Source: an optimization exercise on an open RTL-to-GDS flow (aim: small area and a short achievable clock period). Production flows keep margins and buffers that such runs may drop.
Where RTL was checked, it was by simulation tests only, not by an equivalence proof against the original.
No activity file was given, so power comes from the tool's default toggle rates.

## rev 12
Design timer, start of the top module:
module timer
#(
    parameter ADDR_WIDTH    = 32   ,
    parameter DATA_WIDTH    = 32
)
(
    input                    clk               ,
    input                    rstn              ,
    output logic             slave_rdy         ,
    output logic  [3:0]      timer_int         ,
    input [ADDR_WIDTH-1:0]   raddr             ,
    input                    re                ,
    output logic  [DATA_WIDTH-1:0]   rdata             ,
    input [DATA_WIDTH/8-1:0] rsel              ,
    input [ADDR_WIDTH-1:0]   waddr             ,
    input                    we                ,
    input [DATA_WIDTH-1:0]   wdata             ,
    input [DATA_WIDTH/8-1:0] wsel
);
logic [3:0][31:0] lc;
logic [3:0][31:0] cnt;
logic [3:0]       lcv;
logic [3:0]       cv;
logic [3:0][2:0]  ctrl;
logic [3:0]       en_d;
logic [3:0]       expf;
logic [3:0]       zq;     
logic [3:0]       lcz;    
logic [3:0]       raw;
logic             re_d1;
logic             we_d1;
wire [5:0] widx = waddr[7:2];
wire [5:0] ridx = raddr[7:2];
logic [3:0] wr_lc, wr_ctrl;
assign wr_lc[0]   = we & (widx == 6'd0);
assign wr_ctrl[0] = we & (widx == 6'd2);
assign wr_lc[1]   = we & (widx == 6'd5);
assign wr_ctrl[1] = we & (widx == 6'd7);
assign wr_lc[2]   = we & (widx == 6'd10);
assign wr_ctrl[2] = we & (widx == 6'd12);
assign wr_lc[3]   = we & (widx == 6'd15);
assign wr_ctrl[3] = we & (widx == 6'd17);
logic [3:0] clr;
wire clr_all = re & (ridx == 6'd41);
assign clr[0] = re & (ridx == 6'd3);
assign clr[1] = re & (ridx == 6'd8);
assign clr[2] = re & (ridx == 6'd13);
assign clr[3] = re & (ridx == 6'd18);
logic [3:0] ist;
assign ist[0] = raw[0] & ~ctrl[0][2];
assign ist[1] = raw[1] & ~ctrl[1][2];
assign ist[2] = raw[2] & ~ctrl[2][2];
assign ist[3] = raw[3] & ~ctrl[3][2];
assign timer_int = ist;
wire wz = (wdata == 32'd0);
genvar n;
generate
for (n = 0; n < 4; n = n + 1) begin : tm
  wire en   = ctrl[n][0];
  wire mode = ctrl[n][1];
  wire load = (en & ~en_d[n]) | zq[n];
  wire zq_next = load ? (mode & (~lcv[n] | lcz[n]))
  ...
Size in the first run: ~1500 cells after synthesis, ~150 I/O pins, about 15000 sq um of cells after synthesis.
==> module timer, before the edit <==
module timer
#(
    parameter ADDR_WIDTH    = 32   ,
    parameter DATA_WIDTH    = 32
)
(
    input                    clk               ,
    input                    rstn              ,
    output logic             slave_rdy         ,
    output logic  [3:0]      timer_int         ,
    input [ADDR_WIDTH-1:0]   raddr             ,
    input                    re                ,
    output logic  [DATA_WIDTH-1:0]   rdata             ,
    input [DATA_WIDTH/8-1:0] rsel              ,
    input [ADDR_WIDTH-1:0]   waddr             ,
    input                    we                ,
    input [DATA_WIDTH-1:0]   wdata             ,
    input [DATA_WIDTH/8-1:0] wsel
);
logic [3:0][31:0] lc;
logic [3:0][31:0] cnt;
logic [3:0]       lcv;
logic [3:0]       cv;
logic [3:0][2:0]  ctrl;
logic [3:0]       en_d;
logic [3:0]       expf;
logic [3:0]       zq;     
logic [3:0]       lcz;    
logic [3:0]       raw;
logic             re_d1;
logic             we_d1;
wire [5:0] widx = waddr[7:2];
wire [5:0] ridx = raddr[7:2];
logic [3:0] wr_lc, wr_ctrl;
assign wr_lc[0]   = we & (widx == 6'd0);
assign wr_ctrl[0] = we & (widx == 6'd2);
assign wr_lc[1]   = we & (widx == 6'd5);
assign wr_ctrl[1] = we & (widx == 6'd7);
assign wr_lc[2]   = we & (widx == 6'd10);
assign wr_ctrl[2] = we & (widx == 6'd12);
assign wr_lc[3]   = we & (widx == 6'd15);
assign wr_ctrl[3] = we & (widx == 6'd17);
logic [3:0] clr;
wire clr_all = re & (ridx == 6'd41);
assign clr[0] = re & (ridx == 6'd3);
assign clr[1] = re & (ridx == 6'd8);
assign clr[2] = re & (ridx == 6'd13);
assign clr[3] = re & (ridx == 6'd18);
logic [3:0] ist;
assign ist[0] = raw[0] & ~ctrl[0][2];
assign ist[1] = raw[1] & ~ctrl[1][2];
assign ist[2] = raw[2] & ~ctrl[2][2];
assign ist[3] = raw[3] & ~ctrl[3][2];
assign timer_int = ist;
wire wz = (wdata == 32'd0);
genvar n;
generate
for (n = 0; n < 4; n = n + 1) begin : tm
  wire en   = ctrl[n][0];
  wire mode = ctrl[n][1];
  wire load = (en & ~en_d[n]) | zq[n];
  wire zq_next = load ? (mode & (~lcv[n] | lcz[n]))
                      : (en & cv[n] & (cnt[n] == 32'd1));
  wire [31:0] c = cnt[n];
  wire [7:0] g;
  for (genvar j = 0; j < 8; j = j + 1) begin : grp
    assign g[j] = ~|c[4*j+3:4*j];
  end
  wire [7:0] gz;
  assign gz[0] = 1'b1;
  assign gz[1] = g[0];
  assign gz[2] = g[0] & g[1];
  assign gz[3] = gz[2] & g[2];
  assign gz[4] = gz[2] & g[2] & g[3];
  assign gz[5] = gz[4] & g[4];
  assign gz[6] = gz[4] & g[4] & g[5];
  assign gz[7] = gz[6] & g[6];
  wire [31:0] z;
  for (genvar j = 0; j < 8; j = j + 1) begin : bor
    assign z[4*j]   = gz[j];
    assign z[4*j+1] = gz[j] & ~c[4*j];
    assign z[4*j+2] = gz[j] & ~c[4*j] & ~c[4*j+1];
    assign z[4*j+3] = gz[j] & ~c[4*j] & ~c[4*j+1] & ~c[4*j+2];
  end
  wire [31:0] b = z & {32{en}};
  wire sel_lc = load & mode & lcv[n];
  wire one    = load & ~mode;
  always @(posedge clk) begin
    if (wr_lc[n]) begin
      lc[n]  <= wdata;
      lcz[n] <= wz;
    end
    cnt[n] <= (lc[n] & {32{sel_lc}}) | {32{one}} | ({32{~load}} & (c ^ b));
    en_d[n] <= en;
    expf[n] <= zq[n];
  end
  always @(posedge clk or negedge rstn) begin
    if (!rstn) zq[n] <= 1'b0;
    else       zq[n] <= zq_next;
  end
  always @(posedge clk or negedge rstn) begin
    if (!rstn) begin
      lcv[n]  <= 1'b0;
      cv[n]   <= 1'b0;
      ctrl[n] <= 3'b0;
      raw[n]  <= 1'b0;
    end else begin
      if (wr_lc[n]) lcv[n] <= 1'b1;
      if (load) cv[n] <= 1'b1;
      if (wr_ctrl[n]) ctrl[n] <= wdata[2:0];
      if (!en) raw[n] <= 1'b0;
      else if (expf[n]) raw[n] <= 1'b1;
      else if (clr[n] | clr_all) raw[n] <= 1'b0;
    end
  end
end
endgenerate
wire [5:0] i = ridx;
wire [3:0] s_lc, s_cnt, s_ctrl, s_is;
assign s_lc[0]   = ~i[4] & ~i[3] & ~i[2] & ~i[1] & ~i[0];    
assign s_cnt[0]  = ~i[4] & ~i[3] & ~i[2] & ~i[1] &  i[0];    
assign s_ctrl[0] = ~i[4] & ~i[3] & ~i[2] &  i[1] & ~i[0];    
assign s_is[0]   = ~i[3] &  i[2] & ~i[1] & ~i[0];            
assign s_lc[1]   = ~i[3] &  i[2] & ~i[1] &  i[0];            
assign s_cnt[1]  = ~i[3] &  i[2] &  i[1] & ~i[0];            
assign s_ctrl[1] = ~i[3] &  i[2] &  i[1] &  i[0];            
assign s_is[1]   = ~i[5] &  i[3] & ~i[2] & ~i[1] &  i[0];    
assign s_lc[2]   = ~i[5] &  i[3] & ~i[2] &  i[1] & ~i[0];    
assign s_cnt[2]  =  i[3] & ~i[2] &  i[1] &  i[0];            
assign s_ctrl[2] =  i[3] &  i[2] & ~i[1] & ~i[0];            
assign s_is[2]   =  i[3] &  i[2] &  i[1] & ~i[0];            
assign s_lc[3]   =  i[3] &  i[2] &  i[1] &  i[0];            
assign s_cnt[3]  =  i[4] & ~i[1] & ~i[0];                    
assign s_ctrl[3] =  i[4] & ~i[1] &  i[0];                    
assign s_is[3]   =  i[4] &  i[1] &  i[0];                    
wire   s_ti      =  i[5] & ~i[1] & ~i[0];                    
wire   s_raw     =  i[5] &  i[1];                            
wire [3:0] g_lc  = s_lc & lcv;
wire [3:0] g_cnt = s_cnt & cv;
wire       ones  = |(s_cnt & ~cv);
logic [31:0] rd_next;
always @(*) begin
  rd_next = {32{ones}};
  for (int k = 0; k < 4; k = k + 1)
    rd_next = rd_next | (lc[k] & {32{g_lc[k]}}) | (cnt[k] & {32{g_cnt[k]}})
            | {29'b0, ctrl[k] & {3{s_ctrl[k]}}} | {31'b0, ist[k] & s_is[k]};
  rd_next[3:0] = rd_next[3:0] | (ist & {4{s_ti}}) | (raw & {4{s_raw}});
end
always @(posedge clk) rdata <= rd_next;
always @(posedge clk or negedge rstn) begin
  if (!rstn) begin
    re_d1 <= 1'b0;
    we_d1 <= 1'b0;
  end else begin
    re_d1 <= re;
    we_d1 <= we;
  end
end
assign slave_rdy = ~((re & ~re_d1) | (we & ~we_d1));
endmodule
make LEC_CHECK=0 ABC_CLOCK_PERIOD_IN_PS=2000 CAP_MARGIN=20 CORE_MARGIN=2 CORE_UTILIZATION=65 CTS_BUF_LIST='sky130_fd_sc_hd__clkbuf_4 sky130_fd_sc_hd__clkbuf_8' CTS_CLUSTER_SIZE=30 SETUP_SLACK_MARGIN=1.7 SLEW_MARGIN=20 finish   # period 4.0 ns
run.sh (not shown) runs the stock make flow with config.mk's settings and CLKGATE_MAP_FILE= SYNTH_SCRIPT=/design/flow/synth_recipe.tcl, a recipe that flattens the netlist after the stock synthesis.
Inputs modified between rev 12 and rev 13:
-- flow/design.v --
<<< rev 12, line 18
    input [DATA_WIDTH/8-1:0] wsel
);
logic [3:0][31:0] lc;
logic [3:0][31:0] cnt;
logic [3:0]       lcv;
logic [3:0]       cv;
>>> rev 13, line 18
    input [DATA_WIDTH/8-1:0] wsel
);
logic [3:0][31:0] nlc;
logic [3:0][31:0] ncnt;
logic [3:0]       lcv;
logic [3:0]       cv;
<<< rev 12, line 41
assign wr_lc[3]   = we & (widx == 6'd15);
assign wr_ctrl[3] = we & (widx == 6'd17);
logic [3:0] clr;
wire clr_all = re & (ridx == 6'd41);
>>> rev 13, line 41
assign wr_lc[3]   = we & (widx == 6'd15);
assign wr_ctrl[3] = we & (widx == 6'd17);
wire [31:0] nwdata = ~wdata;
wire        wz     = (wdata == 32'd0);
logic [3:0] clr;
wire clr_all = re & (ridx == 6'd41);
<<< rev 12, line 53
assign ist[3] = raw[3] & ~ctrl[3][2];
assign timer_int = ist;
wire wz = (wdata == 32'd0);
genvar n;
generate
>>> rev 13, line 55
assign ist[3] = raw[3] & ~ctrl[3][2];
assign timer_int = ist;
genvar n;
generate
<<< rev 12, line 60
  wire mode = ctrl[n][1];
  wire load = (en & ~en_d[n]) | zq[n];
  wire zq_next = load ? (mode & (~lcv[n] | lcz[n]))
                      : (en & cv[n] & (cnt[n] == 32'd1));
  wire [31:0] c = cnt[n];
  wire [7:0] g;
  for (genvar j = 0; j < 8; j = j + 1) begin : grp
    assign g[j] = ~|c[4*j+3:4*j];
  end
  wire [7:0] gz;
>>> rev 13, line 61
  wire mode = ctrl[n][1];
  wire load = (en & ~en_d[n]) | zq[n];
  wire [31:0] q = ncnt[n];
  wire zq_next = load ? (mode & (~lcv[n] | lcz[n]))
                      : (en & cv[n] & (q == 32'hfffffffe));
  wire [7:0] g;
  for (genvar j = 0; j < 8; j = j + 1) begin : grp
    assign g[j] = &q[4*j+3:4*j];
  end
  wire [7:0] gz;
<<< rev 12, line 77
  assign gz[7] = gz[6] & g[6];
  wire [31:0] z;
  for (genvar j = 0; j < 8; j = j + 1) begin : bor
    assign z[4*j]   = gz[j];
    assign z[4*j+1] = gz[j] & ~c[4*j];
    assign z[4*j+2] = gz[j] & ~c[4*j] & ~c[4*j+1];
    assign z[4*j+3] = gz[j] & ~c[4*j] & ~c[4*j+1] & ~c[4*j+2];
  end
  wire [31:0] b = z & {32{en}};
  wire sel_lc = load & mode & lcv[n];
  wire one    = load & ~mode;
  always @(posedge clk) begin
    if (wr_lc[n]) begin
      lc[n]  <= wdata;
      lcz[n] <= wz;
    end
    cnt[n] <= (lc[n] & {32{sel_lc}}) | {32{one}} | ({32{~load}} & (c ^ b));
    en_d[n] <= en;
    expf[n] <= zq[n];
  end
  always @(posedge clk or negedge rstn) begin
    if (!rstn) zq[n] <= 1'b0;
    else       zq[n] <= zq_next;
  end
  always @(posedge clk or negedge rstn) begin
>>> rev 13, line 78
  assign gz[7] = gz[6] & g[6];
  wire [31:0] z;
  for (genvar j = 0; j < 8; j = j + 1) begin : tog
    assign z[4*j]   = gz[j];
    assign z[4*j+1] = gz[j] & q[4*j];
    assign z[4*j+2] = gz[j] & q[4*j] & q[4*j+1];
    assign z[4*j+3] = gz[j] & q[4*j] & q[4*j+1] & q[4*j+2];
  end
  wire [31:0] t = z & {32{en}};
  wire sel_lc = load & mode & lcv[n];
  wire one    = load & mode & ~lcv[n];
  always @(posedge clk) begin
    if (wr_lc[n]) begin
      nlc[n] <= nwdata;
      lcz[n] <= wz;
    end
    ncnt[n] <= (nlc[n] & {32{sel_lc}}) | {32{one}} | ({32{~load}} & (q ^ t));
    en_d[n] <= en;
    expf[n] <= zq[n];
  end
  always @(posedge clk or negedge rstn) begin
<<< rev 12, line 105
      ctrl[n] <= 3'b0;
      raw[n]  <= 1'b0;
    end else begin
      if (wr_lc[n]) lcv[n] <= 1'b1;
>>> rev 13, line 102
      ctrl[n] <= 3'b0;
      raw[n]  <= 1'b0;
      zq[n]   <= 1'b0;
    end else begin
      if (wr_lc[n]) lcv[n] <= 1'b1;
<<< rev 12, line 112
      else if (expf[n]) raw[n] <= 1'b1;
      else if (clr[n] | clr_all) raw[n] <= 1'b0;
    end
  end
>>> rev 13, line 110
      else if (expf[n]) raw[n] <= 1'b1;
      else if (clr[n] | clr_all) raw[n] <= 1'b0;
      zq[n] <= zq_next;
    end
  end
<<< rev 12, line 143
  rd_next = {32{ones}};
  for (int k = 0; k < 4; k = k + 1)
    rd_next = rd_next | (lc[k] & {32{g_lc[k]}}) | (cnt[k] & {32{g_cnt[k]}})
            | {29'b0, ctrl[k] & {3{s_ctrl[k]}}} | {31'b0, ist[k] & s_is[k]};
  rd_next[3:0] = rd_next[3:0] | (ist & {4{s_ti}}) | (raw & {4{s_raw}});
>>> rev 13, line 142
  rd_next = {32{ones}};
  for (int k = 0; k < 4; k = k + 1)
    rd_next = rd_next | (~nlc[k] & {32{g_lc[k]}}) | (~ncnt[k] & {32{g_cnt[k]}})
            | {29'b0, ctrl[k] & {3{s_ctrl[k]}}} | {31'b0, ist[k] & s_is[k]};
  rd_next[3:0] = rd_next[3:0] | (ist & {4{s_ti}}) | (raw & {4{s_raw}});
- Taking rev 12 as the reference point, the met2 wire length of rev 13 rises by 3.2%.
- Highest ir drop seen on vdd: rev 13 vs rev 12 down 31%
- On rev 13: cell area is 3.0% higher than what rev 12 gave.
- Rev 13 against rev 12: cell depth of the worst flop-to-flop path dropped 1; total core area saw an increase.
- Rev 13 improves on rev 12 in relative max-transition margin.
- Cmp rev 12 and rev 13 / non-clock buffer count / higher: rev 13
- Between rev 12 and rev 13, final weighted congestion of routability-driven global placement decreased.
- Diff rev 12 -> rev 13 | final cycle utilization of the critical path | decrease of 0.59 points
- Signed area change from the synthesized netlist to the final layout ended up 1.9 points higher on rev 13 than on rev 12.
Function not checked in rev 13: the RTL went through the layout flow alone.

## port drivers added, routing unchanged
The results above use ideal ports. As a check the final layouts listed here were re-extracted and re-timed, cells and wires unchanged.
Step 1 assumes that a clkbuf_16 drives the clock port and a buf_2 every other input.
Step 2, shift: input delay + t, output delay - t, t = (earliest + latest rising clock arrival at the registers) / 2. This alone moves slack from input paths to output paths.
Three values: no drivers, after step 1, after step 2; two values: the first two.
run | t (ns) | setup slack, ns | clock arrival spread, ns | worst register clock-pin slew, ns | pins driven straight from the clock port
rev 12 | 0.621 | 1.671 / 1.635 / 1.096 | 0.016 / 0.017 | 0.07 / 0.07 | 1
rev 13 | 0.629 | 1.695 / 1.693 / 1.090 | 0.034 / 0.034 | 0.07 / 0.07 | 1
After both steps setup and hold are still met in every run listed. For rev 13, which loses most, drivers alone change the setup slack by -0.002 ns; drivers and shift together by -0.605 ns.
